This design comes from an exercise in tuning for small area on the open sky130 flow, not from production work. Function was checked by simulation only, so behaviour that the tests miss may differ from the original.

==> flow/design.v <==
module prbs(
            clk,
            rst,
            enable,
            valid,
            bit_out_r,
            bit_out_i
            );
    parameter SEED = 9'h1AA;
    parameter [8:0] MASK_I = 9'b111010101;
    output bit_out_r;
    output bit_out_i;
    input rst;
    input clk;
    input enable;
    input valid;
    reg [8:0] buffer;
    always @(posedge clk or negedge rst) begin
        if (!rst)
            buffer <= SEED;
        else if (enable & valid)
            buffer <= {buffer[0] ^ buffer[4], buffer[8:1]};
    end
    assign bit_out_r = buffer[0];
    assign bit_out_i = ^(buffer & MASK_I);
endmodule
module tx(
          clk,
          rst,
          enable,
          cs,
          started,
          tx_in,
          tx_out
          );
    input clk;
    input rst;
    input enable;
    input [1:0] cs;
    input started;
    input tx_in;
    output [7:0] tx_out;
    reg       pb;        
    reg [5:0] w;         
    always @(posedge clk or negedge rst) begin
        if (!rst) begin
            pb <= 1'b0;
            w <= 6'd0;
        end
        else if (enable) begin
            if (cs == 2'd3)
                pb <= tx_in;
            if (cs == 2'd0)
                w <= {w[4:0], pb};
        end
    end
    wire [1:0] c = cs - 2'd1;
    wire [1:0] s24 = w[2] + w[4];
    wire [1:0] s15 = w[1] + w[5];
    wire [1:0] s23 = w[2] + w[3];
    wire [1:0] s14 = w[1] + w[4];
    wire [1:0] s05 = w[0] + w[5];
    wire [6:0] g0, g2, go;
    tx_fe0 u_f0 (.w3 (w[3]), .s24 (s24), .s15 (s15), .f (g0));
    tx_fe2 u_f2 (.s23 (s23), .s14 (s14), .s05 (s05), .f (g2));
    tx_fo u_fo (.a (c[1] ? w[2] : w[3]), .b (c[1] ? w[3] : w[2]),
                .d (c[1] ? w[1] : w[4]), .e (c[1] ? w[5] : w[0]), .f (go));
    wire [7:0] sum = {c[0] ? go : (c[1] ? g2 : g0), c[0]};
    assign tx_out = started ? sum : 8'd0;
endmodule
module tx_fo(a, b, d, e, f);
    input a;
    input b;
    input d;
    input e;
    output reg [6:0] f;
    always @* begin
        case ({a, b, d, e})
            4'd0: f = 7'h62;
            4'd1: f = 7'h60;
            4'd2: f = 7'h57;
            4'd3: f = 7'h55;
            4'd4: f = 7'h6c;
            4'd5: f = 7'h6a;
            4'd6: f = 7'h61;
            4'd7: f = 7'h5f;
            4'd8: f = 7'h20;
            4'd9: f = 7'h1e;
            4'd10: f = 7'h15;
            4'd11: f = 7'h13;
            4'd12: f = 7'h2a;
            4'd13: f = 7'h28;
            4'd14: f = 7'h1f;
            4'd15: f = 7'h1d;
            default: f = 7'h00;
        endcase
    end
endmodule
module tx_fe0(w3, s24, s15, f);
    input w3;
    input [1:0] s24;
    input [1:0] s15;
    output reg [6:0] f;
    always @* begin
        case ({w3, s24, s15})
            5'd0: f = 7'h61;
            5'd1: f = 7'h63;
            5'd2: f = 7'h65;
            5'd4: f = 7'h5a;
            5'd5: f = 7'h5c;
            5'd6: f = 7'h5e;
            5'd8: f = 7'h53;
            5'd9: f = 7'h55;
            5'd10: f = 7'h57;
            5'd16: f = 7'h29;
            5'd17: f = 7'h2b;
            5'd18: f = 7'h2d;
            5'd20: f = 7'h22;
            5'd21: f = 7'h24;
            5'd22: f = 7'h26;
            5'd24: f = 7'h1b;
            5'd25: f = 7'h1d;
            5'd26: f = 7'h1f;
            default: f = 7'h00;
        endcase
    end
endmodule
module tx_fe2(s23, s14, s05, f);
    input [1:0] s23;
    input [1:0] s14;
    input [1:0] s05;
    output reg [6:0] f;
    always @* begin
        case ({s23, s14, s05})
            6'd0: f = 7'h61;
            6'd1: f = 7'h60;
            6'd2: f = 7'h5f;
            6'd4: f = 7'h5c;
            6'd5: f = 7'h5b;
            6'd6: f = 7'h5a;
            6'd8: f = 7'h57;
            6'd9: f = 7'h56;
            6'd10: f = 7'h55;
            6'd16: f = 7'h06;
            6'd17: f = 7'h05;
            6'd18: f = 7'h04;
            6'd20: f = 7'h01;
            6'd21: f = 7'h00;
            6'd22: f = 7'h7f;
            6'd24: f = 7'h7c;
            6'd25: f = 7'h7b;
            6'd26: f = 7'h7a;
            6'd32: f = 7'h2b;
            6'd33: f = 7'h2a;
            6'd34: f = 7'h29;
            6'd36: f = 7'h26;
            6'd37: f = 7'h25;
            6'd38: f = 7'h24;
            6'd40: f = 7'h21;
            6'd41: f = 7'h20;
            6'd42: f = 7'h1f;
            default: f = 7'h00;
        endcase
    end
endmodule
module rx(
          clk,
          rst,
          enable,
          rx_in,
          sample,
          rx_out,
          rx_bit_out
          );
    input clk;
    input rst;
    input enable;
    input signed [7:0] rx_in;
    input sample;        
    output reg [7:0] rx_out;
    output reg rx_bit_out;
    reg [8*24-1:0] xl;
    wire [7:0] u0 = {~xl[7], xl[6:0]};
    wire [7:0] u1 = {~xl[15], xl[14:8]};
    wire [7:0] u2 = {~xl[23], xl[22:16]};
    wire [7:0] u3 = {~xl[31], xl[30:24]};
    wire [7:0] u4 = {~xl[39], xl[38:32]};
    wire [7:0] u5 = {~xl[47], xl[46:40]};
    wire [7:0] u6 = {~xl[55], xl[54:48]};
    wire [7:0] u7 = {~xl[63], xl[62:56]};
    wire [7:0] u8 = {~xl[71], xl[70:64]};
    wire [7:0] u9 = {~xl[79], xl[78:72]};
    wire [7:0] u10 = {~xl[87], xl[86:80]};
    wire [7:0] u11 = {~xl[95], xl[94:88]};
    wire [7:0] u12 = {~xl[103], xl[102:96]};
    wire [7:0] u13 = {~xl[111], xl[110:104]};
    wire [7:0] u14 = {~xl[119], xl[118:112]};
    wire [7:0] u15 = {~xl[127], xl[126:120]};
    wire [7:0] u16 = {~xl[135], xl[134:128]};
    wire [7:0] u17 = {~xl[143], xl[142:136]};
    wire [7:0] u18 = {~xl[151], xl[150:144]};
    wire [7:0] u19 = {~xl[159], xl[158:152]};
    wire [7:0] u20 = {~xl[167], xl[166:160]};
    wire [7:0] u21 = {~xl[175], xl[174:168]};
    wire [7:0] u22 = {~xl[183], xl[182:176]};
    wire [7:0] u23 = {~xl[191], xl[190:184]};
    wire [8:0] p6;
    wire [7:0] p6_c;
    rx_ha u_p6_0 (.a(u6[0]), .b(u18[0]), .s(p6[0]), .co(p6_c[0]));
    rx_fa u_p6_1 (.a(u6[1]), .b(u18[1]), .c(p6_c[0]), .s(p6[1]), .co(p6_c[1]));
    rx_fa u_p6_2 (.a(u6[2]), .b(u18[2]), .c(p6_c[1]), .s(p6[2]), .co(p6_c[2]));
    rx_fa u_p6_3 (.a(u6[3]), .b(u18[3]), .c(p6_c[2]), .s(p6[3]), .co(p6_c[3]));
    rx_fa u_p6_4 (.a(u6[4]), .b(u18[4]), .c(p6_c[3]), .s(p6[4]), .co(p6_c[4]));
    rx_fa u_p6_5 (.a(u6[5]), .b(u18[5]), .c(p6_c[4]), .s(p6[5]), .co(p6_c[5]));
    rx_fa u_p6_6 (.a(u6[6]), .b(u18[6]), .c(p6_c[5]), .s(p6[6]), .co(p6_c[6]));
    rx_fa u_p6_7 (.a(u6[7]), .b(u18[7]), .c(p6_c[6]), .s(p6[7]), .co(p6_c[7]));
    assign p6[8] = p6_c[7];
    wire [8:0] p7;
    wire [7:0] p7_c;
    rx_ha u_p7_0 (.a(u7[0]), .b(u17[0]), .s(p7[0]), .co(p7_c[0]));
    rx_fa u_p7_1 (.a(u7[1]), .b(u17[1]), .c(p7_c[0]), .s(p7[1]), .co(p7_c[1]));
    rx_fa u_p7_2 (.a(u7[2]), .b(u17[2]), .c(p7_c[1]), .s(p7[2]), .co(p7_c[2]));
    rx_fa u_p7_3 (.a(u7[3]), .b(u17[3]), .c(p7_c[2]), .s(p7[3]), .co(p7_c[3]));
    rx_fa u_p7_4 (.a(u7[4]), .b(u17[4]), .c(p7_c[3]), .s(p7[4]), .co(p7_c[4]));
    rx_fa u_p7_5 (.a(u7[5]), .b(u17[5]), .c(p7_c[4]), .s(p7[5]), .co(p7_c[5]));
    rx_fa u_p7_6 (.a(u7[6]), .b(u17[6]), .c(p7_c[5]), .s(p7[6]), .co(p7_c[6]));
    rx_fa u_p7_7 (.a(u7[7]), .b(u17[7]), .c(p7_c[6]), .s(p7[7]), .co(p7_c[7]));
    assign p7[8] = p7_c[7];
    wire [8:0] p8;
    wire [7:0] p8_c;
    rx_ha u_p8_0 (.a(u8[0]), .b(u16[0]), .s(p8[0]), .co(p8_c[0]));
    rx_fa u_p8_1 (.a(u8[1]), .b(u16[1]), .c(p8_c[0]), .s(p8[1]), .co(p8_c[1]));
    rx_fa u_p8_2 (.a(u8[2]), .b(u16[2]), .c(p8_c[1]), .s(p8[2]), .co(p8_c[2]));
    rx_fa u_p8_3 (.a(u8[3]), .b(u16[3]), .c(p8_c[2]), .s(p8[3]), .co(p8_c[3]));
    rx_fa u_p8_4 (.a(u8[4]), .b(u16[4]), .c(p8_c[3]), .s(p8[4]), .co(p8_c[4]));
    rx_fa u_p8_5 (.a(u8[5]), .b(u16[5]), .c(p8_c[4]), .s(p8[5]), .co(p8_c[5]));
    rx_fa u_p8_6 (.a(u8[6]), .b(u16[6]), .c(p8_c[5]), .s(p8[6]), .co(p8_c[6]));
    rx_fa u_p8_7 (.a(u8[7]), .b(u16[7]), .c(p8_c[6]), .s(p8[7]), .co(p8_c[7]));
    assign p8[8] = p8_c[7];
    wire [8:0] p9;
    wire [7:0] p9_c;
    rx_ha u_p9_0 (.a(u9[0]), .b(u15[0]), .s(p9[0]), .co(p9_c[0]));
    rx_fa u_p9_1 (.a(u9[1]), .b(u15[1]), .c(p9_c[0]), .s(p9[1]), .co(p9_c[1]));
    rx_fa u_p9_2 (.a(u9[2]), .b(u15[2]), .c(p9_c[1]), .s(p9[2]), .co(p9_c[2]));
    rx_fa u_p9_3 (.a(u9[3]), .b(u15[3]), .c(p9_c[2]), .s(p9[3]), .co(p9_c[3]));
    rx_fa u_p9_4 (.a(u9[4]), .b(u15[4]), .c(p9_c[3]), .s(p9[4]), .co(p9_c[4]));
    rx_fa u_p9_5 (.a(u9[5]), .b(u15[5]), .c(p9_c[4]), .s(p9[5]), .co(p9_c[5]));
    rx_fa u_p9_6 (.a(u9[6]), .b(u15[6]), .c(p9_c[5]), .s(p9[6]), .co(p9_c[6]));
    rx_fa u_p9_7 (.a(u9[7]), .b(u15[7]), .c(p9_c[6]), .s(p9[7]), .co(p9_c[7]));
    assign p9[8] = p9_c[7];
    wire [8:0] p10;
    wire [7:0] p10_c;
    rx_ha u_p10_0 (.a(u10[0]), .b(u14[0]), .s(p10[0]), .co(p10_c[0]));
    rx_fa u_p10_1 (.a(u10[1]), .b(u14[1]), .c(p10_c[0]), .s(p10[1]), .co(p10_c[1]));
    rx_fa u_p10_2 (.a(u10[2]), .b(u14[2]), .c(p10_c[1]), .s(p10[2]), .co(p10_c[2]));
    rx_fa u_p10_3 (.a(u10[3]), .b(u14[3]), .c(p10_c[2]), .s(p10[3]), .co(p10_c[3]));
    rx_fa u_p10_4 (.a(u10[4]), .b(u14[4]), .c(p10_c[3]), .s(p10[4]), .co(p10_c[4]));
    rx_fa u_p10_5 (.a(u10[5]), .b(u14[5]), .c(p10_c[4]), .s(p10[5]), .co(p10_c[5]));
    rx_fa u_p10_6 (.a(u10[6]), .b(u14[6]), .c(p10_c[5]), .s(p10[6]), .co(p10_c[6]));
    rx_fa u_p10_7 (.a(u10[7]), .b(u14[7]), .c(p10_c[6]), .s(p10[7]), .co(p10_c[7]));
    assign p10[8] = p10_c[7];
    wire [8:0] p11;
    wire [7:0] p11_c;
    rx_ha u_p11_0 (.a(u11[0]), .b(u13[0]), .s(p11[0]), .co(p11_c[0]));
    rx_fa u_p11_1 (.a(u11[1]), .b(u13[1]), .c(p11_c[0]), .s(p11[1]), .co(p11_c[1]));
    rx_fa u_p11_2 (.a(u11[2]), .b(u13[2]), .c(p11_c[1]), .s(p11[2]), .co(p11_c[2]));
    rx_fa u_p11_3 (.a(u11[3]), .b(u13[3]), .c(p11_c[2]), .s(p11[3]), .co(p11_c[3]));
    rx_fa u_p11_4 (.a(u11[4]), .b(u13[4]), .c(p11_c[3]), .s(p11[4]), .co(p11_c[4]));
    rx_fa u_p11_5 (.a(u11[5]), .b(u13[5]), .c(p11_c[4]), .s(p11[5]), .co(p11_c[5]));
    rx_fa u_p11_6 (.a(u11[6]), .b(u13[6]), .c(p11_c[5]), .s(p11[6]), .co(p11_c[6]));
    rx_fa u_p11_7 (.a(u11[7]), .b(u13[7]), .c(p11_c[6]), .s(p11[7]), .co(p11_c[7]));
    assign p11[8] = p11_c[7];
    wire s1, c2;
    rx_fa u_s1 (.a(1'b1), .b(~u22[0]), .c(~u2[0]), .s(s1), .co(c2));
    wire s3, c4;
    rx_fa u_s3 (.a(p10[0]), .b(p7[0]), .c(p8[0]), .s(s3), .co(c4));
    wire s5, c6;
    rx_fa u_s5 (.a(~p6[0]), .b(s1), .c(s3), .s(s5), .co(c6));
    wire s7, c8;
    rx_fa u_s7 (.a(u20[0]), .b(u4[0]), .c(~u1[0]), .s(s7), .co(c8));
    wire s9, c10;
    rx_fa u_s9 (.a(~u22[1]), .b(~u23[0]), .c(~u2[1]), .s(s9), .co(c10));
    wire s11, c12;
    rx_fa u_s11 (.a(p9[0]), .b(~p11[0]), .c(c2), .s(s11), .co(c12));
    wire s13, c14;
    rx_fa u_s13 (.a(s7), .b(s9), .c(p10[1]), .s(s13), .co(c14));
    wire s15, c16;
    rx_fa u_s15 (.a(p7[1]), .b(p8[1]), .c(c4), .s(s15), .co(c16));
    wire s17, c18;
    rx_fa u_s17 (.a(~p6[1]), .b(s11), .c(s13), .s(s17), .co(c18));
    wire s19, c20;
    rx_fa u_s19 (.a(c6), .b(s15), .c(s17), .s(s19), .co(c20));
    wire s21, c22;
    rx_fa u_s21 (.a(1'b1), .b(u20[1]), .c(u4[1]), .s(s21), .co(c22));
    wire s23, c24;
    rx_fa u_s23 (.a(~u1[1]), .b(~u22[2]), .c(~u23[1]), .s(s23), .co(c24));
    wire s25, c26;
    rx_fa u_s25 (.a(~u2[2]), .b(p10[0]), .c(p7[0]), .s(s25), .co(c26));
    wire s27, c28;
    rx_fa u_s27 (.a(~p6[0]), .b(c10), .c(c8), .s(s27), .co(c28));
    wire s29, c30;
    rx_fa u_s29 (.a(s21), .b(s23), .c(p9[1]), .s(s29), .co(c30));
    wire s31, c32;
    rx_fa u_s31 (.a(~p11[1]), .b(s25), .c(c12), .s(s31), .co(c32));
    wire s33, c34;
    rx_fa u_s33 (.a(s27), .b(p10[2]), .c(p7[2]), .s(s33), .co(c34));
    wire s35, c36;
    rx_fa u_s35 (.a(p8[2]), .b(c14), .c(~p6[2]), .s(s35), .co(c36));
    wire s37, c38;
    rx_fa u_s37 (.a(c16), .b(s29), .c(s31), .s(s37), .co(c38));
    wire s39, c40;
    rx_fa u_s39 (.a(s33), .b(c18), .c(s35), .s(s39), .co(c40));
    wire s41, c42;
    rx_fa u_s41 (.a(s37), .b(c20), .c(s39), .s(s41), .co(c42));
    wire s43, c44;
    rx_fa u_s43 (.a(u12[0]), .b(u20[2]), .c(u4[2]), .s(s43), .co(c44));
    wire s45, c46;
    rx_fa u_s45 (.a(~u1[2]), .b(~u22[3]), .c(~u23[2]), .s(s45), .co(c46));
    wire s47, c48;
    rx_fa u_s47 (.a(~u2[3]), .b(p9[0]), .c(~p8[0]), .s(s47), .co(c48));
    wire s49, c50;
    rx_fa u_s49 (.a(c22), .b(c24), .c(s43), .s(s49), .co(c50));
    wire s51, c52;
    rx_fa u_s51 (.a(s45), .b(p10[1]), .c(p7[1]), .s(s51), .co(c52));
    wire s53, c54;
    rx_fa u_s53 (.a(c26), .b(~p6[1]), .c(s47), .s(s53), .co(c54));
    wire s55, c56;
    rx_fa u_s55 (.a(c28), .b(s49), .c(p9[2]), .s(s55), .co(c56));
    wire s57, c58;
    rx_fa u_s57 (.a(c30), .b(~p11[2]), .c(s51), .s(s57), .co(c58));
    wire s59, c60;
    rx_fa u_s59 (.a(s53), .b(c32), .c(p10[3]), .s(s59), .co(c60));
    wire s61, c62;
    rx_fa u_s61 (.a(p7[3]), .b(p8[3]), .c(c34), .s(s61), .co(c62));
    wire s63, c64;
    rx_fa u_s63 (.a(~p6[3]), .b(c36), .c(s55), .s(s63), .co(c64));
    wire s65, c66;
    rx_fa u_s65 (.a(s57), .b(c38), .c(s59), .s(s65), .co(c66));
    wire s67, c68;
    rx_fa u_s67 (.a(s61), .b(c40), .c(s63), .s(s67), .co(c68));
    wire s69, c70;
    rx_fa u_s69 (.a(s65), .b(c42), .c(s67), .s(s69), .co(c70));
    wire s71, c72;
    rx_fa u_s71 (.a(u12[1]), .b(u20[3]), .c(u4[3]), .s(s71), .co(c72));
    wire s73, c74;
    rx_fa u_s73 (.a(~u1[3]), .b(~u22[4]), .c(~u23[3]), .s(s73), .co(c74));
    wire s75, c76;
    rx_fa u_s75 (.a(~u2[4]), .b(~p7[0]), .c(c44), .s(s75), .co(c76));
    wire s77, c78;
    rx_fa u_s77 (.a(c46), .b(s71), .c(s73), .s(s77), .co(c78));
    wire s79, c80;
    rx_fa u_s79 (.a(p9[1]), .b(~p8[1]), .c(c48), .s(s79), .co(c80));
    wire s81, c82;
    rx_fa u_s81 (.a(c50), .b(s75), .c(s77), .s(s81), .co(c82));
    wire s83, c84;
    rx_fa u_s83 (.a(p10[2]), .b(p7[2]), .c(c52), .s(s83), .co(c84));
    wire s85, c86;
    rx_fa u_s85 (.a(~p6[2]), .b(c54), .c(s79), .s(s85), .co(c86));
    wire s87, c88;
    rx_fa u_s87 (.a(p9[3]), .b(c56), .c(s81), .s(s87), .co(c88));
    wire s89, c90;
    rx_fa u_s89 (.a(~p11[3]), .b(c58), .c(s83), .s(s89), .co(c90));
    wire s91, c92;
    rx_fa u_s91 (.a(s85), .b(p10[4]), .c(p7[4]), .s(s91), .co(c92));
    wire s93, c94;
    rx_fa u_s93 (.a(p8[4]), .b(~p6[4]), .c(c60), .s(s93), .co(c94));
    wire s95, c96;
    rx_fa u_s95 (.a(c62), .b(c64), .c(s87), .s(s95), .co(c96));
    wire s97, c98;
    rx_fa u_s97 (.a(s89), .b(s91), .c(c66), .s(s97), .co(c98));
    wire s99, c100;
    rx_fa u_s99 (.a(s93), .b(s95), .c(c68), .s(s99), .co(c100));
    wire s101, c102;
    rx_fa u_s101 (.a(s97), .b(c70), .c(s99), .s(s101), .co(c102));
    wire s103, c104;
    rx_fa u_s103 (.a(1'b1), .b(u12[2]), .c(u20[4]), .s(s103), .co(c104));
    wire s105, c106;
    rx_fa u_s105 (.a(u4[4]), .b(~u1[4]), .c(~u22[5]), .s(s105), .co(c106));
    wire s107, c108;
    rx_fa u_s107 (.a(~u23[4]), .b(~u2[5]), .c(p10[0]), .s(s107), .co(c108));
    wire s109, c110;
    rx_fa u_s109 (.a(c72), .b(c74), .c(s103), .s(s109), .co(c110));
    wire s111, c112;
    rx_fa u_s111 (.a(s105), .b(~p7[1]), .c(s107), .s(s111), .co(c112));
    wire s113, c114;
    rx_fa u_s113 (.a(c76), .b(c78), .c(s109), .s(s113), .co(c114));
    wire s115, c116;
    rx_fa u_s115 (.a(p9[2]), .b(~p8[2]), .c(c80), .s(s115), .co(c116));
    wire s117, c118;
    rx_fa u_s117 (.a(s111), .b(c82), .c(p10[3]), .s(s117), .co(c118));
    wire s119, c120;
    rx_fa u_s119 (.a(p7[3]), .b(s113), .c(~p6[3]), .s(s119), .co(c120));
    wire s121, c122;
    rx_fa u_s121 (.a(c84), .b(s115), .c(c86), .s(s121), .co(c122));
    wire s123, c124;
    rx_fa u_s123 (.a(p9[4]), .b(~p11[4]), .c(c88), .s(s123), .co(c124));
    wire s125, c126;
    rx_fa u_s125 (.a(s117), .b(s119), .c(c90), .s(s125), .co(c126));
    wire s127, c128;
    rx_fa u_s127 (.a(s121), .b(p10[5]), .c(p7[5]), .s(s127), .co(c128));
    wire s129, c130;
    rx_fa u_s129 (.a(p8[5]), .b(~p6[5]), .c(c92), .s(s129), .co(c130));
    wire s131, c132;
    rx_fa u_s131 (.a(c94), .b(c96), .c(s123), .s(s131), .co(c132));
    wire s133, c134;
    rx_fa u_s133 (.a(s125), .b(s127), .c(s129), .s(s133), .co(c134));
    wire s135, c136;
    rx_fa u_s135 (.a(c98), .b(s131), .c(c100), .s(s135), .co(c136));
    wire s137, c138;
    rx_fa u_s137 (.a(s133), .b(c102), .c(s135), .s(s137), .co(c138));
    wire s139, c140;
    rx_fa u_s139 (.a(u12[0]), .b(u12[3]), .c(u20[5]), .s(s139), .co(c140));
    wire s141, c142;
    rx_fa u_s141 (.a(u4[5]), .b(~u1[5]), .c(~u22[6]), .s(s141), .co(c142));
    wire s143, c144;
    rx_fa u_s143 (.a(~u23[5]), .b(~u2[6]), .c(p11[0]), .s(s143), .co(c144));
    wire s145, c146;
    rx_fa u_s145 (.a(c104), .b(c106), .c(s139), .s(s145), .co(c146));
    wire s147, c148;
    rx_fa u_s147 (.a(s141), .b(p10[1]), .c(c108), .s(s147), .co(c148));
    wire s149, c150;
    rx_fa u_s149 (.a(s143), .b(c110), .c(s145), .s(s149), .co(c150));
    wire s151, c152;
    rx_fa u_s151 (.a(~p7[2]), .b(c112), .c(s147), .s(s151), .co(c152));
    wire s153, c154;
    rx_fa u_s153 (.a(c114), .b(p9[3]), .c(s149), .s(s153), .co(c154));
    wire s155, c156;
    rx_fa u_s155 (.a(~p8[3]), .b(c116), .c(s151), .s(s155), .co(c156));
    wire s157, c158;
    rx_fa u_s157 (.a(p10[4]), .b(p7[4]), .c(~p6[4]), .s(s157), .co(c158));
    wire s159, c160;
    rx_fa u_s159 (.a(c118), .b(c120), .c(s153), .s(s159), .co(c160));
    wire s161, c162;
    rx_fa u_s161 (.a(c122), .b(s155), .c(p9[5]), .s(s161), .co(c162));
    wire s163, c164;
    rx_fa u_s163 (.a(~p11[5]), .b(s157), .c(c124), .s(s163), .co(c164));
    wire s165, c166;
    rx_fa u_s165 (.a(s159), .b(c126), .c(p10[6]), .s(s165), .co(c166));
    wire s167, c168;
    rx_fa u_s167 (.a(p7[6]), .b(p8[6]), .c(c128), .s(s167), .co(c168));
    wire s169, c170;
    rx_fa u_s169 (.a(~p6[6]), .b(s161), .c(c130), .s(s169), .co(c170));
    wire s171, c172;
    rx_fa u_s171 (.a(c132), .b(s163), .c(s165), .s(s171), .co(c172));
    wire s173, c174;
    rx_fa u_s173 (.a(s167), .b(c134), .c(s169), .s(s173), .co(c174));
    wire s175, c176;
    rx_fa u_s175 (.a(c136), .b(s171), .c(s173), .s(s175), .co(c176));
    wire s177, c178;
    rx_fa u_s177 (.a(u12[1]), .b(u12[4]), .c(u20[6]), .s(s177), .co(c178));
    wire s179, c180;
    rx_fa u_s179 (.a(u4[6]), .b(~u1[6]), .c(~u22[7]), .s(s179), .co(c180));
    wire s181, c182;
    rx_fa u_s181 (.a(~u23[6]), .b(~u2[7]), .c(c140), .s(s181), .co(c182));
    wire s183, c184;
    rx_fa u_s183 (.a(c142), .b(s177), .c(s179), .s(s183), .co(c184));
    wire s185, c186;
    rx_fa u_s185 (.a(p11[1]), .b(c144), .c(c146), .s(s185), .co(c186));
    wire s187, c188;
    rx_fa u_s187 (.a(s181), .b(s183), .c(p10[2]), .s(s187), .co(c188));
    wire s189, c190;
    rx_fa u_s189 (.a(c148), .b(c150), .c(s185), .s(s189), .co(c190));
    wire s191, c192;
    rx_fa u_s191 (.a(~p7[3]), .b(s187), .c(c152), .s(s191), .co(c192));
    wire s193, c194;
    rx_fa u_s193 (.a(p9[4]), .b(s189), .c(~p8[4]), .s(s193), .co(c194));
    wire s195, c196;
    rx_fa u_s195 (.a(c154), .b(c156), .c(s191), .s(s195), .co(c196));
    wire s197, c198;
    rx_fa u_s197 (.a(p10[5]), .b(p7[5]), .c(~p6[5]), .s(s197), .co(c198));
    wire s199, c200;
    rx_fa u_s199 (.a(c158), .b(s193), .c(c160), .s(s199), .co(c200));
    wire s201, c202;
    rx_fa u_s201 (.a(s195), .b(p9[6]), .c(c162), .s(s201), .co(c202));
    wire s203, c204;
    rx_fa u_s203 (.a(~p11[6]), .b(s197), .c(c164), .s(s203), .co(c204));
    wire s205, c206;
    rx_fa u_s205 (.a(s199), .b(p10[7]), .c(p7[7]), .s(s205), .co(c206));
    wire s207, c208;
    rx_fa u_s207 (.a(p8[7]), .b(~p6[7]), .c(c166), .s(s207), .co(c208));
    wire s209, c210;
    rx_fa u_s209 (.a(c168), .b(s201), .c(c170), .s(s209), .co(c210));
    wire s211, c212;
    rx_fa u_s211 (.a(s203), .b(s205), .c(c172), .s(s211), .co(c212));
    wire s213, c214;
    rx_fa u_s213 (.a(s207), .b(c174), .c(s209), .s(s213), .co(c214));
    wire s215, c216;
    rx_fa u_s215 (.a(s211), .b(c176), .c(s213), .s(s215), .co(c216));
    wire s217, c218;
    rx_fa u_s217 (.a(1'b1), .b(u12[2]), .c(u12[5]), .s(s217), .co(c218));
    wire s219, c220;
    rx_fa u_s219 (.a(u20[7]), .b(u4[7]), .c(~u1[7]), .s(s219), .co(c220));
    wire s221, c222;
    rx_fa u_s221 (.a(~u23[7]), .b(c178), .c(c180), .s(s221), .co(c222));
    wire s223, c224;
    rx_fa u_s223 (.a(s217), .b(s219), .c(c182), .s(s223), .co(c224));
    wire s225, c226;
    rx_fa u_s225 (.a(c184), .b(s221), .c(p11[2]), .s(s225), .co(c226));
    wire s227, c228;
    rx_fa u_s227 (.a(c186), .b(s223), .c(p10[3]), .s(s227), .co(c228));
    wire s229, c230;
    rx_fa u_s229 (.a(c188), .b(s225), .c(c190), .s(s229), .co(c230));
    wire s231, c232;
    rx_fa u_s231 (.a(~p7[4]), .b(s227), .c(c192), .s(s231), .co(c232));
    wire s233, c234;
    rx_fa u_s233 (.a(p9[5]), .b(~p8[5]), .c(c194), .s(s233), .co(c234));
    wire s235, c236;
    rx_fa u_s235 (.a(s229), .b(c196), .c(s231), .s(s235), .co(c236));
    wire s237, c238;
    rx_fa u_s237 (.a(p10[6]), .b(p7[6]), .c(~p6[6]), .s(s237), .co(c238));
    wire s239, c240;
    rx_fa u_s239 (.a(c198), .b(s233), .c(c200), .s(s239), .co(c240));
    wire s241, c242;
    rx_fa u_s241 (.a(p9[7]), .b(s235), .c(~p11[7]), .s(s241), .co(c242));
    wire s243, c244;
    rx_fa u_s243 (.a(c202), .b(s237), .c(c204), .s(s243), .co(c244));
    wire s245, c246;
    rx_fa u_s245 (.a(s239), .b(p10[8]), .c(p7[8]), .s(s245), .co(c246));
    wire s247, c248;
    rx_fa u_s247 (.a(p8[8]), .b(~p6[8]), .c(c206), .s(s247), .co(c248));
    wire s249, c250;
    rx_fa u_s249 (.a(c208), .b(s241), .c(c210), .s(s249), .co(c250));
    wire s251, c252;
    rx_fa u_s251 (.a(s243), .b(s245), .c(s247), .s(s251), .co(c252));
    wire s253, c254;
    rx_fa u_s253 (.a(c212), .b(c214), .c(s249), .s(s253), .co(c254));
    wire s255, c256;
    rx_fa u_s255 (.a(s251), .b(c216), .c(s253), .s(s255), .co(c256));
    wire s257, c258;
    rx_fa u_s257 (.a(1'b1), .b(u12[3]), .c(u12[6]), .s(s257), .co(c258));
    wire s259, c260;
    rx_fa u_s259 (.a(c218), .b(c220), .c(s257), .s(s259), .co(c260));
    wire s261, c262;
    rx_fa u_s261 (.a(c222), .b(s259), .c(c224), .s(s261), .co(c262));
    wire s263, c264;
    rx_fa u_s263 (.a(p11[3]), .b(c226), .c(s261), .s(s263), .co(c264));
    wire s265, c266;
    rx_fa u_s265 (.a(p10[4]), .b(c228), .c(~p7[5]), .s(s265), .co(c266));
    wire s267, c268;
    rx_fa u_s267 (.a(c230), .b(s263), .c(c232), .s(s267), .co(c268));
    wire s269, c270;
    rx_fa u_s269 (.a(p9[6]), .b(~p8[6]), .c(s265), .s(s269), .co(c270));
    wire s271, c272;
    rx_fa u_s271 (.a(c234), .b(c236), .c(p10[7]), .s(s271), .co(c272));
    wire s273, c274;
    rx_fa u_s273 (.a(p7[7]), .b(s267), .c(~p6[7]), .s(s273), .co(c274));
    wire s275, c276;
    rx_fa u_s275 (.a(c238), .b(s269), .c(c240), .s(s275), .co(c276));
    wire s277, c278;
    rx_fa u_s277 (.a(p9[8]), .b(~p11[8]), .c(c242), .s(s277), .co(c278));
    wire s279, c280;
    rx_fa u_s279 (.a(s271), .b(s273), .c(c244), .s(s279), .co(c280));
    wire s281, c282;
    rx_fa u_s281 (.a(s275), .b(c246), .c(c248), .s(s281), .co(c282));
    wire s283, c284;
    rx_fa u_s283 (.a(s277), .b(c250), .c(s279), .s(s283), .co(c284));
    wire s285, c286;
    rx_fa u_s285 (.a(c252), .b(s281), .c(c254), .s(s285), .co(c286));
    wire s287, c288;
    rx_fa u_s287 (.a(s283), .b(c256), .c(s285), .s(s287), .co(c288));
    wire s289, c290;
    rx_fa u_s289 (.a(u12[4]), .b(u12[7]), .c(c258), .s(s289), .co(c290));
    wire s291, c292;
    rx_fa u_s291 (.a(c260), .b(s289), .c(c262), .s(s291), .co(c292));
    wire s293, c294;
    rx_fa u_s293 (.a(p11[4]), .b(p10[5]), .c(s291), .s(s293), .co(c294));
    wire s295, c296;
    rx_fa u_s295 (.a(c264), .b(~p7[6]), .c(c266), .s(s295), .co(c296));
    wire s297, c298;
    rx_fa u_s297 (.a(s293), .b(c268), .c(p9[7]), .s(s297), .co(c298));
    wire s299, c300;
    rx_fa u_s299 (.a(~p8[7]), .b(c270), .c(s295), .s(s299), .co(c300));
    wire s301, c302;
    rx_fa u_s301 (.a(p10[8]), .b(p7[8]), .c(~p6[8]), .s(s301), .co(c302));
    wire s303, c304;
    rx_fa u_s303 (.a(c272), .b(c274), .c(s297), .s(s303), .co(c304));
    wire s305, c306;
    rx_fa u_s305 (.a(c276), .b(s299), .c(c278), .s(s305), .co(c306));
    wire s307, c308;
    rx_fa u_s307 (.a(s301), .b(s303), .c(c280), .s(s307), .co(c308));
    wire s309, c310;
    rx_fa u_s309 (.a(c282), .b(s305), .c(c284), .s(s309), .co(c310));
    wire s311, c312;
    rx_fa u_s311 (.a(s307), .b(c286), .c(s309), .s(s311), .co(c312));
    wire s313, c314;
    rx_fa u_s313 (.a(u12[5]), .b(c290), .c(c292), .s(s313), .co(c314));
    wire s315, c316;
    rx_fa u_s315 (.a(p11[5]), .b(p10[6]), .c(c294), .s(s315), .co(c316));
    wire s317, c318;
    rx_fa u_s317 (.a(s313), .b(~p7[7]), .c(c296), .s(s317), .co(c318));
    wire s319, c320;
    rx_fa u_s319 (.a(s315), .b(p9[8]), .c(~p8[8]), .s(s319), .co(c320));
    wire s321, c322;
    rx_fa u_s321 (.a(c298), .b(c300), .c(s317), .s(s321), .co(c322));
    wire s323, c324;
    rx_fa u_s323 (.a(c302), .b(c304), .c(s319), .s(s323), .co(c324));
    wire s325, c326;
    rx_fa u_s325 (.a(s321), .b(c306), .c(s323), .s(s325), .co(c326));
    wire s327, c328;
    rx_fa u_s327 (.a(c308), .b(s325), .c(c310), .s(s327), .co(c328));
    wire s329, c330;
    rx_fa u_s329 (.a(u12[6]), .b(c314), .c(p11[6]), .s(s329), .co(c330));
    wire s331, c332;
    rx_fa u_s331 (.a(p10[7]), .b(c316), .c(s329), .s(s331), .co(c332));
    wire s333, c334;
    rx_fa u_s333 (.a(~p7[8]), .b(c318), .c(s331), .s(s333), .co(c334));
    wire s335, c336;
    rx_fa u_s335 (.a(c320), .b(c322), .c(s333), .s(s335), .co(c336));
    wire s337, c338;
    rx_fa u_s337 (.a(c324), .b(s335), .c(c326), .s(s337), .co(c338));
    wire s339, c340;
    rx_fa u_s339 (.a(u12[7]), .b(p11[7]), .c(c330), .s(s339), .co(c340));
    wire s341, c342;
    rx_fa u_s341 (.a(p10[8]), .b(c332), .c(s339), .s(s341), .co(c342));
    wire s343, c344;
    rx_fa u_s343 (.a(s341), .b(c334), .c(c336), .s(s343), .co(c344));
    wire s345, c346;
    rx_fa u_s345 (.a(1'b1), .b(p11[8]), .c(c340), .s(s345), .co(c346));
    wire s347, c348;
    rx_fa u_s347 (.a(c342), .b(s345), .c(c344), .s(s347), .co(c348));
    wire [15:0] ra = {c346, s347, c338, c328, c312, c288, s287, s255, s215, c138, s137, s101, s69, s41, s19, s5};
    wire [15:0] rb = {c348, 1'b0, s343, s337, s327, s311, 1'b0, 1'b0, 1'b0, s175, 1'b0, 1'b0, 1'b0, 1'b0, 1'b0, 1'b0};
    wire [15:0] s = ra + rb;
    wire sat = (s[15:14] != {2{s[15]}});
    wire [7:0] sat_out = sat ? (s[15] ? 8'h80 : 8'h7f) : s[14:7];
    always @(posedge clk or negedge rst) begin
        if (!rst) begin
            xl <= {8*24{1'b0}};
            rx_out <= 8'd0;
            rx_bit_out <= 1'b0;
        end
        else if (enable) begin
            xl <= {xl[8*23-1:0], rx_in};
            rx_out <= sat_out;
            if (sample)
                rx_bit_out <= ~s[15];
        end
    end
endmodule
module rx_fa(a, b, c, s, co);
    input a, b, c;
    output s, co;
    assign s = a ^ b ^ c;
    assign co = (a & b) | (a & c) | (b & c);
endmodule
module rx_ha(a, b, s, co);
    input a, b;
    output s, co;
    assign s = a ^ b;
    assign co = a & b;
endmodule
module ber(
           clk,
           rst,
           enable,
           valid,
           t,
           sx_r,
           dx_r,
           sx_i,
           dx_i,
           error_count_r,
           error_count_i,
           bit_count
           );
    parameter SEQ_LEN = 1022;
    parameter R = 32;                   
    localparam AW = $clog2(SEQ_LEN);    
    localparam RB = $clog2(R);          
    localparam CB = RB - 2;             
    localparam NC = 1 << CB;
    localparam NG = 1 << (AW - CB - RB);
    localparam NR = NG * NC;            
    input clk;
    input rst;
    input enable;
    input valid;
    input [RB-1:0] t;       
    input sx_r;
    input dx_r;
    input sx_i;
    input dx_i;
    output [63:0] error_count_r;
    output [63:0] error_count_i;
    output [63:0] bit_count;
    reg [AW-1:0] counter;
    reg [AW-1:0] shift;
    reg [AW-1:0] wl;
    reg adapt;
    wire step = enable & valid;
    localparam integer NAD = SEQ_LEN * (SEQ_LEN + 1) + 1;
    localparam [AW-1:0] WL0 = (1 << AW) - (NAD % (1 << AW));
    reg [63-AW:0] bc_hi;
    wire [63-AW:0] bc_hi_inc;
    ber_inc #(.W (64 - AW)) inc_bc (.q (bc_hi), .inc (step & ~adapt & (&wl)), .d (bc_hi_inc));
    assign bit_count = {bc_hi, adapt ? {AW{1'b0}} : wl};
    wire counter_full = (counter == SEQ_LEN);
    wire end_adapt = (shift == SEQ_LEN);
    wire adapt_next = adapt & ~end_adapt;
    wire [AW-1:0] shift_next = shift + (adapt & counter_full);
    wire [AW-1:0] wl_next = wl + 1'b1;
    always @(posedge clk or negedge rst) begin
        if (!rst)
            bc_hi <= {64-AW{1'b0}};
        else
            bc_hi <= bc_hi_inc;
    end
    always @(posedge clk or negedge rst) begin
        if (!rst) begin
            counter <= {AW{1'b0}};
            shift <= {AW{1'b0}};
            wl <= WL0;
            adapt <= 1'b1;
        end
        else if (step) begin
            wl <= wl_next;
            if (adapt) begin
                if (!counter_full)
                    counter <= counter + 1'b1;
                else begin
                    counter <= {AW{1'b0}};
                    shift <= shift + 1'b1;
                end
                if (end_adapt)
                    adapt <= 1'b0;
            end
        end
    end
    wire [AW-CB-1:0] blk0 = wl[AW-1:CB];
    wire [AW-CB-1:0] blk1 = wl[AW-1:CB] - 1'b1;
    wire pass0 = (blk0[RB-1:0] == ~t);
    wire pass1 = (blk1[RB-1:0] == ~t);
    wire [NR-1:0] we;
    genvar gg, cc_;
    generate
        for (gg = 0; gg < NG; gg = gg + 1) begin : g_we_g
            for (cc_ = 0; cc_ < NC; cc_ = cc_ + 1) begin : g_we_c
                wire older = (cc_ > wl[CB-1:0]);
                assign we[gg*NC + cc_] = older ? (pass1 & (blk1[AW-CB-1:RB] == gg))
                                               : (pass0 & (blk0[AW-CB-1:RB] == gg));
            end
        end
    endgenerate
    ber_lane #(.SEQ_LEN(SEQ_LEN), .R(R)) lane_r (
        .clk (clk), .rst (rst), .step (step), .t (t), .adapt (adapt),
        .shift (shift), .counter_full (counter_full), .end_adapt (end_adapt),
        .wl_next (wl_next), .adapt_next (adapt_next), .shift_next (shift_next),
        .wl (wl), .we (we), .sx (sx_r), .dx (dx_r), .error_count (error_count_r));
    ber_lane #(.SEQ_LEN(SEQ_LEN), .R(R)) lane_i (
        .clk (clk), .rst (rst), .step (step), .t (t), .adapt (adapt),
        .shift (shift), .counter_full (counter_full), .end_adapt (end_adapt),
        .wl_next (wl_next), .adapt_next (adapt_next), .shift_next (shift_next),
        .wl (wl), .we (we), .sx (sx_i), .dx (dx_i), .error_count (error_count_i));
endmodule
module ber_lane(
                clk,
                rst,
                step,
                t,
                adapt,
                shift,
                counter_full,
                end_adapt,
                wl_next,
                adapt_next,
                shift_next,
                wl,
                we,
                sx,
                dx,
                error_count
                );
    parameter SEQ_LEN = 1022;
    parameter R = 32;
    localparam AW = $clog2(SEQ_LEN);
    localparam RB = $clog2(R);
    localparam CB = RB - 2;
    localparam NC = 1 << CB;
    localparam NG = 1 << (AW - CB - RB);
    localparam NR = NG * NC;
    input clk;
    input rst;
    input step;
    input [RB-1:0] t;
    input adapt;
    input [AW-1:0] shift;
    input counter_full;
    input end_adapt;
    input [AW-1:0] wl_next;
    input adapt_next;
    input [AW-1:0] shift_next;
    input [AW-1:0] wl;
    input [NR-1:0] we;
    input sx;
    input dx;
    output reg [63:0] error_count;
    reg [R*NR-1:0] q;
    reg [NC-1:0] wd_n;      
    reg wd_c0;
    wire [NC-1:0] wd;
    reg rd;
    reg [AW-1:0] min_error_count;
    reg [AW-1:0] min_shift;
    integer i;
    always @(posedge clk) begin
        for (i = 0; i < NR; i = i + 1)
            q[R*i +: R] <= {q[R*i +: R-1], we[i] ? wd[i % NC] : q[R*i+R-1]};
    end
    wire [AW-1:0] s = adapt ? shift : min_shift;
    wire [AW-1:0] s_next = adapt_next ? shift_next : min_shift;
    reg [AW-1:0] a;
    always @(posedge clk) begin
        if (step)
            a <= wl_next - s_next;
    end
    wire [CB-1:0] ac = a[CB-1:0];
    wire [RB-1:0] am = a[CB+RB-1:CB];
    wire [AW-CB-RB-1:0] ag = a[AW-1:CB+RB];
    wire [RB-1:0] pos = am + t;                
    wire rpass = (pos[1:0] == 2'b11);          
    localparam NP = R / 4;
    wire [NR*NP-1:0] rq;
    genvar k, j;
    generate
        for (k = 0; k < NR; k = k + 1) begin : g_rq
            for (j = 0; j < NP; j = j + 1) begin : g_rqj
                assign rq[k*NP + j] = q[R*k + 4*j + 3];
            end
        end
    endgenerate
    wire rq_sel;
    ber_sel #(.N (NR*NP)) sel_rq (.d (rq), .s ({ag, ac, pos[RB-1:2]}), .y (rq_sel));
    always @(posedge clk) begin
        if (rpass)
            rd <= rq_sel;
    end
    wire bit_d = (s < NC) ? wd[wl[CB-1:0] - s[CB-1:0]] : (rpass ? rq_sel : rd);
    wire e = bit_d ^ dx;
    wire [AW-1:0] ec_lo = error_count[AW-1:0];
    wire clr = step & adapt & (counter_full | end_adapt);
    wire inc = step & e & ~(adapt & counter_full);
    wire [63:0] ec_inc;
    ber_inc #(.W (64)) inc_ec (.q (error_count), .inc (inc), .d (ec_inc));
    always @(posedge clk or negedge rst) begin
        if (!rst)
            error_count <= 64'd0;
        else begin
            error_count[AW-1:0] <= clr ? {AW{1'b0}} : ec_inc[AW-1:0];
            error_count[63:AW] <= ec_inc[63:AW];
        end
    end
    wire [AW-1:0] wn = wl + 1'b1;
    localparam integer NAD = SEQ_LEN * (SEQ_LEN + 1) + 1;
    localparam integer C0 = ((1 << AW) - (NAD % (1 << AW))) % NC;
    genvar g;
    generate
        for (g = 0; g < NC; g = g + 1) begin : g_wd
            if (g == C0) begin : g_r
                assign wd[g] = wd_c0;
            end
            else begin : g_n
                assign wd[g] = wd_n[g];
            end
        end
    endgenerate
    always @(posedge clk or negedge rst) begin
        if (!rst) begin
            wd_c0 <= 1'b0;
            min_error_count <= {AW{1'b1}};
        end
        else if (step) begin
            if (wn[CB-1:0] == C0)
                wd_c0 <= sx;
            if (adapt & counter_full & (ec_lo < min_error_count))
                min_error_count <= ec_lo;
        end
    end
    always @(posedge clk) begin
        if (step) begin
            for (i = 0; i < NC; i = i + 1)
                if (i != C0 && wn[CB-1:0] == i)
                    wd_n[i] <= sx;
            if (adapt & counter_full & (ec_lo < min_error_count))
                min_shift <= shift;
        end
    end
endmodule
module ber_inc(q, inc, d);
    parameter W = 64;
    localparam NB = (W + 7) / 8;
    input [W-1:0] q;
    input inc;
    output [W-1:0] d;
    wire [8*NB-1:0] qx = {{8*NB-W{1'b0}}, q};
    wire [8*NB-1:0] dx;
    wire [NB-1:0] all1;      
    wire [NB:0] below;       
    wire [8*NB:0] c;
    assign below[0] = 1'b1;
    genvar b, i;
    generate
        for (b = 0; b < NB; b = b + 1) begin : g_blk
            assign all1[b] = &qx[8*b +: 8];
            assign below[b+1] = below[b] & all1[b];
            assign c[8*b] = inc & below[b];
            for (i = 0; i < 8; i = i + 1) begin : g_bit
                assign dx[8*b+i] = qx[8*b+i] ^ c[8*b+i];
                if (i < 7) begin : g_c
                    assign c[8*b+i+1] = c[8*b+i] & qx[8*b+i];
                end
            end
        end
    endgenerate
    assign d = dx[W-1:0];
endmodule
module ber_sel(d, s, y);
    parameter N = 256;
    localparam SB = $clog2(N);
    input [N-1:0] d;
    input [SB-1:0] s;
    output y;
    generate
        if (N == 4) begin : g_leaf4
            ber_mux4 m (.d (d), .s (s), .y (y));
        end
        else if (N == 2) begin : g_leaf2
            assign y = s[0] ? d[1] : d[0];
        end
        else begin : g_node
            wire [3:0] part;
            genvar i;
            for (i = 0; i < 4; i = i + 1) begin : g_part
                ber_sel #(.N (N / 4)) sub (.d (d[i*(N/4) +: N/4]), .s (s[SB-3:0]), .y (part[i]));
            end
            ber_mux4 m (.d (part), .s (s[SB-1:SB-2]), .y (y));
        end
    endgenerate
endmodule
module ber_mux4(d, s, y);
    input [3:0] d;
    input [1:0] s;
    output y;
    assign y = s[1] ? (s[0] ? d[3] : d[2]) : (s[0] ? d[1] : d[0]);
endmodule
module dsp(
           rst,
           clk,
           i_enable_tx,
           i_enable_rx,
           i_enable_ber,
           i_phase,
           o_error_count_r,
           o_error_count_i,
           o_bit_count_r,
           o_bit_count_i,
           o_tx,
           o_rx,
           o_led
           );
    input rst;
    input clk;
    input i_enable_tx;
    input i_enable_rx;
    input i_enable_ber;
    input [1:0] i_phase;
    output [63:0] o_error_count_r;
    output [63:0] o_error_count_i;
    output [63:0] o_bit_count_r;
    output [63:0] o_bit_count_i;
    output [15:0] o_tx;
    output [15:0] o_rx;
    output [3:0] o_led;
    wire prbs_out_r;
    wire [7:0] tx_out_r;
    wire [7:0] rx_out_r;
    wire rx_bit_out_r;
    wire prbs_out_i;
    wire [7:0] tx_out_i;
    wire [7:0] rx_out_i;
    wire rx_bit_out_i;
    wire [63:0] bit_count;
    reg [4:0] clk_counter;      
    reg [1:0] phase;
    reg ber_rst;
    reg enable_tx;
    reg enable_rx;
    reg [1:0] tx_cs;        
    reg tx_started;         
    reg [1:0] rx_cc;        
    wire valid = (clk_counter[1:0] == 2'd1);
    assign o_led[0] = enable_tx;
    assign o_led[1] = enable_rx;
    assign o_led[2] = 1'b0;
    assign o_led[3] = ~((|o_error_count_r) | (|o_error_count_i));
    assign o_tx = {tx_out_r, tx_out_i};
    assign o_rx = {rx_out_r, rx_out_i};
    assign o_bit_count_r = bit_count;
    assign o_bit_count_i = bit_count;
    always @(posedge clk or negedge rst) begin
        if (!rst) begin
            clk_counter <= 5'd0;
            phase <= 2'd0;
            ber_rst <= 1'b0;
            enable_tx <= 1'b0;
            enable_rx <= 1'b0;
            tx_cs <= 2'd0;
            tx_started <= 1'b0;
            rx_cc <= 2'd0;
        end
        else begin
            clk_counter <= clk_counter + 5'd1;
            phase <= i_phase;
            enable_tx <= i_enable_tx;
            enable_rx <= i_enable_rx;
            ber_rst <= !((i_phase != phase) || (!enable_rx && i_enable_rx));
            if (enable_tx) begin
                tx_cs <= tx_cs + 2'd1;
                tx_started <= 1'b1;
            end
            if (enable_rx)
                rx_cc <= rx_cc + 2'd1;
        end
    end
    prbs #(.SEED (9'h1AA), .MASK_I (9'b111010101)) prbs0 (
        .clk (clk), .rst (rst), .enable (enable_tx), .valid (valid),
        .bit_out_r (prbs_out_r), .bit_out_i (prbs_out_i));
    tx tx_r (
        .clk (clk), .rst (rst), .enable (enable_tx), .cs (tx_cs), .started (tx_started), .tx_in (prbs_out_r),
        .tx_out (tx_out_r));
    tx tx_i (
        .clk (clk), .rst (rst), .enable (enable_tx), .cs (tx_cs), .started (tx_started), .tx_in (prbs_out_i),
        .tx_out (tx_out_i));
    rx rx_r (
        .clk (clk), .rst (rst), .enable (enable_rx), .rx_in (tx_out_r),
        .sample (rx_cc == phase), .rx_out (rx_out_r), .rx_bit_out (rx_bit_out_r));
    rx rx_i (
        .clk (clk), .rst (rst), .enable (enable_rx), .rx_in (tx_out_i),
        .sample (rx_cc == phase), .rx_out (rx_out_i), .rx_bit_out (rx_bit_out_i));
    ber ber0 (
        .clk (clk), .rst (ber_rst), .enable (i_enable_ber), .valid (valid),
        .t (clk_counter),
        .sx_r (prbs_out_r), .dx_r (rx_bit_out_r),
        .sx_i (prbs_out_i), .dx_i (rx_bit_out_i),
        .error_count_r (o_error_count_r), .error_count_i (o_error_count_i),
        .bit_count (bit_count));
endmodule
==> flow/flow/run.sh <==
#!/bin/bash
# Layout: the standard ORFS flow (standard.sh), with two changes to how
# the layout is built: the clock tree uses sink clusters of up to 22
# flip-flops and no dummy loads, and the port buffers are the smallest
# buffer cell.  Every tool's output stays in orfs/logs; make's own output
# goes to flow_make.log in this folder.
set -euo pipefail
export CTS_ARGS="-sink_clustering_enable -repair_clock_nets -sink_clustering_size 22 -sink_clustering_max_diameter 60 -buf_list {sky130_fd_sc_hd__clkbuf_8} -dont_use_dummy_load"
export BUFFER_PORTS_ARGS="-buffer_cell sky130_fd_sc_hd__buf_1"
bash standard.sh > flow_make.log 2>&1
==> flow/standard.sh <==
#!/bin/bash
# synth_recipe.tcl (not shown) runs the flow's synth.tcl, then flattens the netlist and writes it again
# the make line also repeats each setting of config.mk as NAME=value (left out here)
make -C /OpenROAD-flow-scripts/flow DESIGN_CONFIG=/design/flow/config.mk WORK_HOME=/design/flow/orfs CLKGATE_MAP_FILE= SYNTH_SCRIPT=/design/flow/synth_recipe.tcl "${@:-finish}"
==> flow/config.mk <==
export PLATFORM = sky130hd
export DESIGN_NAME = dsp
export DESIGN_NICKNAME = dsp
export VERILOG_FILES = /design/flow/design.v
export SDC_FILE = /design/flow/constraint.sdc
export NUM_CORES = 4
export LEC_CHECK = 0
export CAP_MARGIN = 20
export CORE_MARGIN = 2
export CORE_UTILIZATION = 55
export SLEW_MARGIN = 20
export SYNTH_HIERARCHICAL = 1
==> flow/constraint.sdc <==
create_clock -name core_clock -period 8.0 [get_ports {clk}]
set_input_delay 1.6000 -clock core_clock [delete_from_list [all_inputs] [get_ports {clk}]]
set_output_delay 1.6000 -clock core_clock [all_outputs]
set_load 0.01 [all_outputs]
==> results of run 1 <==
stage by stage:
| step | TNS [ns] | hold WS (ns) | instance area (sq um) | util (%) |
|---|---|---|---|---|
| floorplan | 0 | 0.310 | 90700 | - |
| global placement | 0 | 0.268 | 94000 | 57.6 |
| detailed placement | 0 | 0.268 | 94000 | 57.6 |
| CTS | 0 | 0.223 | 96300 | 59.0 |
| global route | -0.0454 | 0.230 | 96400 | 59.1 |
| finish | 0 | 0.216 | 96400 | 59.1 |
cell families after synthesis:
group | Yosys count | synth area share [%]
buffers and inverters | 426 | 2.25
AOI/OAI and AO/OA | 400 | 3.02
xor gates and xnor gates | 132 | 1.29
other | 3 | 0.0124
adders and majority gates | 723 | 13.6
DFF | 2779 | 65.7
and+or+nand+nor | 689 | 4.06
muxes | 637 | 10.0
sequential cells by signal, indices dropped and copies added, names as in the netlist, 9 cells and up:
signal                       count
ber0.lane_r.a                   10
ber0.counter                    10
ber0.lane_i.min_error_count     10
ber0.lane_r.q                 1024
prbs0.buffer                     9
ber0.lane_r.min_error_count     10
ber0.lane_r.error_count         64
ber0.wl                         10
ber0.lane_r.min_shift           10
rx_i.xl                        192
ber0.lane_i.a                   10
ber0.lane_i.error_count         64
ber0.bc_hi                      54
rx_r.xl                        192
ber0.lane_i.q                 1024
ber0.lane_i.min_shift           10
ber0.shift                      10
Yosys cell counts (7+ instances only):
library cell,n
buf_2,36
dfxtp_1,2050
mux4_2,174
mux2_2,403
xnor2_1,69
a41oi_1,8
dfstp_2,35
o31ai_1,24
mux2i_1,56
and3_1,26
nand2b_1,20
a211oi_1,10
fa_1,438
nand3_1,89
a21oi_1,57
a31oi_1,7
inv_1,231
nor2_1,111
and2_1,28
or4_1,9
o2111ai_1,20
nand4_1,66
edfxtp_1,54
buf_4,73
nor2b_1,21
or3_1,7
nor4_1,45
nor3_1,28
ha_1,285
nand2_1,174
buf_1,9
a21o_1,15
o22ai_1,8
clkbuf_1,51
o21ai_1,15
nor4_2,10
buf_6,16
a221oi_1,22
o21ai_0,130
o21a_1,9
dfrtp_1,640
xor2_1,62
modules after synthesis, one instance, submodules excluded, a selection:
| module | cells | flops+latches |
|---|---|---|
| rx_ha | 1 | 0 |
| tx_fo | 30 | 0 |
| tx_fe0 | 21 | 0 |
| rx | 629 | 201 |
| tx_fe2 | 64 | 0 |
| tx | 53 | 7 |
| dsp | 150 | 15 |
| rx_fa | 1 | 0 |
| ber | 358 | 85 |
| ber_mux4 | 1 | 0 |
worst max-delay path by stage:
| stage | startpoint | endpoint | slack [ns] |
|---|---|---|---|
| final | rx_r.xl[56] | rx_r.rx_out[5] | 0.32 |
| after global routing | rx_i.xl[48] | rx_i.rx_out[0] | -0.03 |
| after CTS | rx_i.xl[80] | rx_i.rx_out[5] | 0.12 |
| after detailed placement | rx_i.xl[80] | rx_i.rx_out[5] | 0.17 |
| after global placement | rx_r.xl[72] | rx_r.rx_out[6] | 0.31 |
| after floorplan | clk_counter[0] | ber0.lane_r.error_count[47] | 0.10 |
area by class of cell:
cell class	instances	area [sq um]	area share, %
flip-flops and latches	2779	59600	61.8
multi-input cells	2594	29200	30.3
well taps	2175	2720	2.82
clock buffers	170	2340	2.43
repair buffers	347	1620	1.68
inverters	238	893	0.927
diodes	4	10.0	0.0104
routing by layer:
| metal | track usage, % | wire, um | vias to the layer above |
|---|---|---|---|
| met4 | 5.60 | 4210 | 2 |
| met1 | 29.9 | 79900 | 21900 |
| met2 | 30.6 | 74100 | 782 |
| li1 | - | - | 20200 |
| met5 | 0 | 10 | - |
| met3 | 3.65 | 7070 | 249 |
timing repair:
item	CTS	global route
hold endpoints to repair	0	0
hold buffers	0	0
endpoints found under the setup margin	0	15
gates resized for setup	0	12
setup buffers	0	2
==> impl_metrics.tcl, run 1 <==
set metrics [dict create \
    finalClockSkew_ns 0.110 \
    tightest_slew_ns 1.13 \
    worst_slack_ns 0.323 \
    setup_viol 0 \
    crit_family "adder cells" \
    r2r_cells 19 \
    end_kind "flop" \
    maxSlewViolCount 0 \
    clock_sinks 2779 \
    criticalPathCategory "flop to flop" \
    die_width_um 410 \
    layout_commonest_cell "dfxtp_1" \
    dpl.cell_count 8131 \
    synth_seq_cells 2779 \
    max_freq_mhz 130 \
    clkTransAtPathRegs_ns 0.10 \
    first_pass_iters 7 \
    min_period_ns 7.68 \
    insertion_delay_ns 0.97 \
    relSlewSlack_pct 24.1 \
    yosysUniqueCellTypes 96 \
    wl_per_cell_um 19.9 \
    avgSynthCellArea_sq_um 15.7 \
    r2r_start "rx_r.xl[56]" \
    yosysWarnings 15 \
    max_stage_delay_ns 0.61 \
    synth_flop_cell "dfxtp_1" \
    grt_max_degree 186 \
    cts.path.max_buffers 3 \
    synthCells 5789 \
    dp_slack_ns 0.171 \
    hpwl_um 118000 \
    grt_pass1_vias 44600 \
    worst-path-stages 19 \
    async_flop_share_pct 24.3 \
    critPathLaunchType "flop" \
    reg2reg_slack_ns 0.32 \
    cts_tree "yes" \
    antenna_found_initial 7 \
    grt_pass1_wl_um 261000 \
    layout_common_cells "dfxtp_1, dfrtp_1, fa_1" \
    globalplace.congestion 0.870 \
    crit_required_ns 8.74 \
    port_buffers 297 \
    synth_top_cell_area_share_pct 45.3 \
    fin_nets 6860 \
    syn_to_final_growth_pct 6.37 \
    numCtsBuffers 170 \
    wl_um 165000 \
    initial_core_util_pct 55.6 \
    cap_violations 0 \
    drtIter0Drc 2411 \
    ys_seq_area_share_pct 65.7 \
    n_fill_cell 12900 \
    arrival_ns 8.41 \
    synth.largest_area_cell "dfxtp_1" \
    root_buffer "clkbuf_8" \
    dr_total_vias 43100 \
    ant_nets 0 \
    final_cells 8307 \
    hold_path.class "flop to async pin" \
    track_usage_pct 20.1 \
    io_pins 299 \
    dieArea_sq_um 168000 \
    drive_gt1_share_pct 15.0 \
    synth-edff-count 54 \
    rsz0062_at_grt "yes" \
    core-area_sq_um 163000 \
    hold_viol 0 \
    outcome "timing/DRC/antenna clean" \
    die_height_um 410 \
    drc_errors 0 \
    rows 148 \
    via_per_inst 5.19 \
    post-route-period-util_pct 96.0 \
    critPathSlowestCell "fa_1" \
    crit_chain "ha_1, fa_1, inv_1, fa_1, fa_1, fa_1, fa_1, fa_1, fa_1, fa_1, fa_1, fa_1, fa_1, ha_1, a211oi_1, o22ai_1, or3_4, a22oi_2, o31ai_1" \
    cts_htree_levels 4 \
    synth_area_leaders "dfxtp_1, dfrtp_1, fa_1, mux2_2, mux4_2" \
    gr-total-overflow 0 \
    worstReg2RegEnd "rx_r.rx_out[5]" \
    synth_area_sq_um 90600 \
    cp_num_buf_inv 1 \
    crit_path_max_fanout 8 \
    crit_path_frequent_cell "fa_1" \
]
==> run 2: changes to the inputs <==
==> flow/flow/run.sh (replaced) <==
#!/bin/bash
# Layout: the standard ORFS flow (standard.sh), with two changes to how
# the layout is built: the clock tree uses sink clusters of up to 24
# flip-flops and no dummy loads, and the port buffers are the smallest
# buffer cell.  Every tool's output stays in orfs/logs; make's own output
# goes to flow_make.log in this folder.
set -euo pipefail
export CTS_ARGS="-sink_clustering_enable -repair_clock_nets -sink_clustering_size 24 -sink_clustering_max_diameter 50 -buf_list {sky130_fd_sc_hd__clkbuf_16 sky130_fd_sc_hd__clkbuf_8} -dont_use_dummy_load"
export BUFFER_PORTS_ARGS="-buffer_cell sky130_fd_sc_hd__buf_1"
bash standard.sh > flow_make.log 2>&1
==> impl_metrics.tcl, run 2 <==
set metrics [dict create \
    syn_to_final_growth_pct 8.88 \
    setup_viol 0 \
    r2r_cells 19 \
    layout_commonest_cell "dfxtp_1" \
    min_period_ns 7.69 \
    max_freq_mhz 130 \
    end_kind "flop" \
    outcome "timing/DRC/antenna clean" \
    dieArea_sq_um 168000 \
    initial_core_util_pct 55.6 \
    antenna_found_initial 5 \
    cap_violations 0 \
    root_buffer "clkbuf_16" \
    die_height_um 410 \
    globalplace.congestion 0.870 \
    drive_gt1_share_pct 15.2 \
    tightest_slew_ns 1.04 \
    grt_pass1_wl_um 262000 \
    cts_hold_buffers 0 \
    critPathLaunchType "flop" \
    wl_per_cell_um 19.9 \
    ant_nets 0 \
    yosysMostFrequentCell "dfxtp_1" \
    r2r_start "rx_r.xl[80]" \
    arrival_ns 8.34 \
    crit_required_ns 8.65 \
    reg2reg_slack_ns 0.31 \
    hold_viol 0 \
    grt_max_degree 186 \
    finalClockSkew_ns 0.101 \
    synthCells 5789 \
    crit_path_max_fanout 9 \
    ys_seq_area_share_pct 65.7 \
    gr-total-overflow 0 \
    clock_sinks 2779 \
    numCtsBuffers 186 \
    drc_errors 0 \
    core-area_sq_um 163000 \
    cts.path.max_buffers 3 \
    wl_um 166000 \
    synth_seq_cells 2779 \
    synth_flop_cell "dfxtp_1" \
    port_buffers 297 \
    synth_area_sq_um 90600 \
    hpwl_um 118000 \
    hold_path.class "flop to async pin" \
    criticalPathCategory "flop to flop" \
    setup_tns_ns 0 \
    maxSlewViolCount 0 \
    worstReg2RegEnd "rx_r.rx_out[5]" \
    drtIter0Drc 2425 \
    rows 148 \
    insertion_delay_ns 0.85 \
    ctsResizeCount 0 \
    track_usage_pct 20.2 \
    post-route-period-util_pct 96.1 \
    cts_tree "yes" \
    synth-edff-count 54 \
    yosysUniqueCellTypes 96 \
    yosysWarnings 15 \
    clkTransAtPathRegs_ns 0.06 \
    synth_top_cell_area_share_pct 45.3 \
    layout_common_cells "dfxtp_1, dfrtp_1, fa_1" \
    cts_htree_levels 4 \
    n_fill_cell 12600 \
    async_flop_share_pct 24.3 \
    first_pass_iters 5 \
    die_width_um 410 \
    synth.largest_area_cell "dfxtp_1" \
    relSlewSlack_pct 28.5 \
    worst_slack_ns 0.314 \
    post_cts_buffers 0 \
    avgSynthCellArea_sq_um 15.7 \
    synth_area_leaders "dfxtp_1, dfrtp_1, fa_1, mux2_2, mux4_2" \
    reg_top3 "ber0.lane_i.q x1024, ber0.lane_r.q x1024" \
    grt_pass1_vias 45000 \
    dr_total_vias 43300 \
    synth_common_cells "dfxtp_1, dfrtp_1, fa_1" \
    dp_slack_ns 0.171 \
    fin_nets 6874 \
    via_per_inst 5.21 \
    io_pins 299 \
    rsz0062_at_grt "no" \
]
-- run 2: layer usage --
layer,vias up,global-route usage (%),wire length (um)
li1,20300,-,-
met1,22000,29.9,79600
met2,816,31.0,74900
met4,0,5.24,3690
met3,235,3.71,7390
met5,-,0,0
-- run 2: how the worst max path moves through the flow --
stage	from	endpoint	slack, ns	cells past startpoint
floorplan	clk_counter[0]	ber0.lane_r.error_count[47]	0.10	23
finish	rx_r.xl[80]	rx_r.rx_out[5]	0.31	19
global placement	rx_r.xl[72]	rx_r.rx_out[6]	0.31	19
global route	rx_r.xl[56]	rx_r.rx_out[5]	0.005	19
CTS	rx_r.xl[72]	rx_r.rx_out[5]	0.14	19
detailed placement	rx_i.xl[80]	rx_i.rx_out[5]	0.17	19
-- run 2: final cells by class --
type / instances / area, sq um / share of cell area, %
flip-flops and latches: 2779 / 59600 / 60.4
multi-input cells: 2594 / 29200 / 29.6
clock buffers: 186 / 4650 / 4.72
well taps: 2175 / 2720 / 2.76
repair buffers: 345 / 1600 / 1.63
inverters: 238 / 893 / 0.905
diodes: 2 / 5.00 / 0.00507
-- run 2: kinds of logic (layout without fill, tap and decap cells) --
group / after synthesis / count (layout) / share of synthesized area (%)
buf+inv: 426 / 769 / 2.25
mux: 637 / 637 / 10.0
simple gates: 689 / 689 / 4.06
flops: 2779 / 2779 / 65.7
fa+ha+maj: 723 / 723 / 13.6
other cells: 3 / 15 / 0.0124
compound gates: 400 / 400 / 3.02
xor+xnor: 132 / 132 / 1.29
-- run 2: metrics by stage --
stage / hold WS [ns] / util (%) / area (sq um) / instances
after floorplan: 0.310 / - / 90700 / 5799
after global routing: 0.261 / 60.5 / 98700 / 8317
after global placement: 0.268 / 57.6 / 94000 / 8131
after CTS: 0.255 / 60.5 / 98600 / 8317
final: 0.251 / 60.5 / 98700 / 8319
after detailed placement: 0.268 / 57.6 / 94000 / 8131
-- run 2: worst max-delay path, stage by stage, from the launching register on --
cell     delay, ns
dfrtp_1       0.38
ha_1          0.23
fa_1          0.41
fa_1          0.40
fa_1          0.41
fa_1          0.40
fa_1          0.40
fa_1          0.40
fa_1          0.54
fa_1          0.43
fa_1          0.48
fa_1          0.53
fa_1          0.44
fa_1          0.40
ha_1          0.27
a21oi_2       0.33
mux2_4        0.35
a41oi_4       0.34
a41oi_1       0.16
o31ai_1       0.24
-- run 2: Yosys stat by module (local to each module, per instance), a selection --
module	cell area (sq um)	flops+latches	times used	cells
tx	573	7	2	53
tx_fo	221	0	2	30
dsp	1330	15	1	150
ber	3950	85	1	358
ber_mux4	22.5	0	170	1
rx_fa	20.0	0	432	1
tx_fe0	150	0	2	21
rx	8150	201	2	629
rx_ha	12.5	0	12	1
tx_fe2	419	0	2	64

## port drivers added, routing unchanged
How much do the figures lean on ideal ports? The routed layouts below were timed once more, with nothing changed but the port constraints. Step 1: set_driving_cell puts a clkbuf_16 on clk and a buf_2 on each other input, an assumption about the parent block. Step 2 times the ports against the registers' clock, not the clock port: input delays grow and output delays shrink by t, the midpoint of the rising clock arrivals with the driver on. Slacks: ideal ports / drivers / drivers and shift; pairs: ideal ports / drivers.
run	t, ns	setup slack, ns	slew at the worst register clock pin (ns)
run 1	0.991	0.323 / 0.323 / 0.323	0.12 / 0.12
run 2	0.872	0.314 / 0.314 / 0.314	0.09 / 0.09
After both steps every run listed still meets setup and hold.
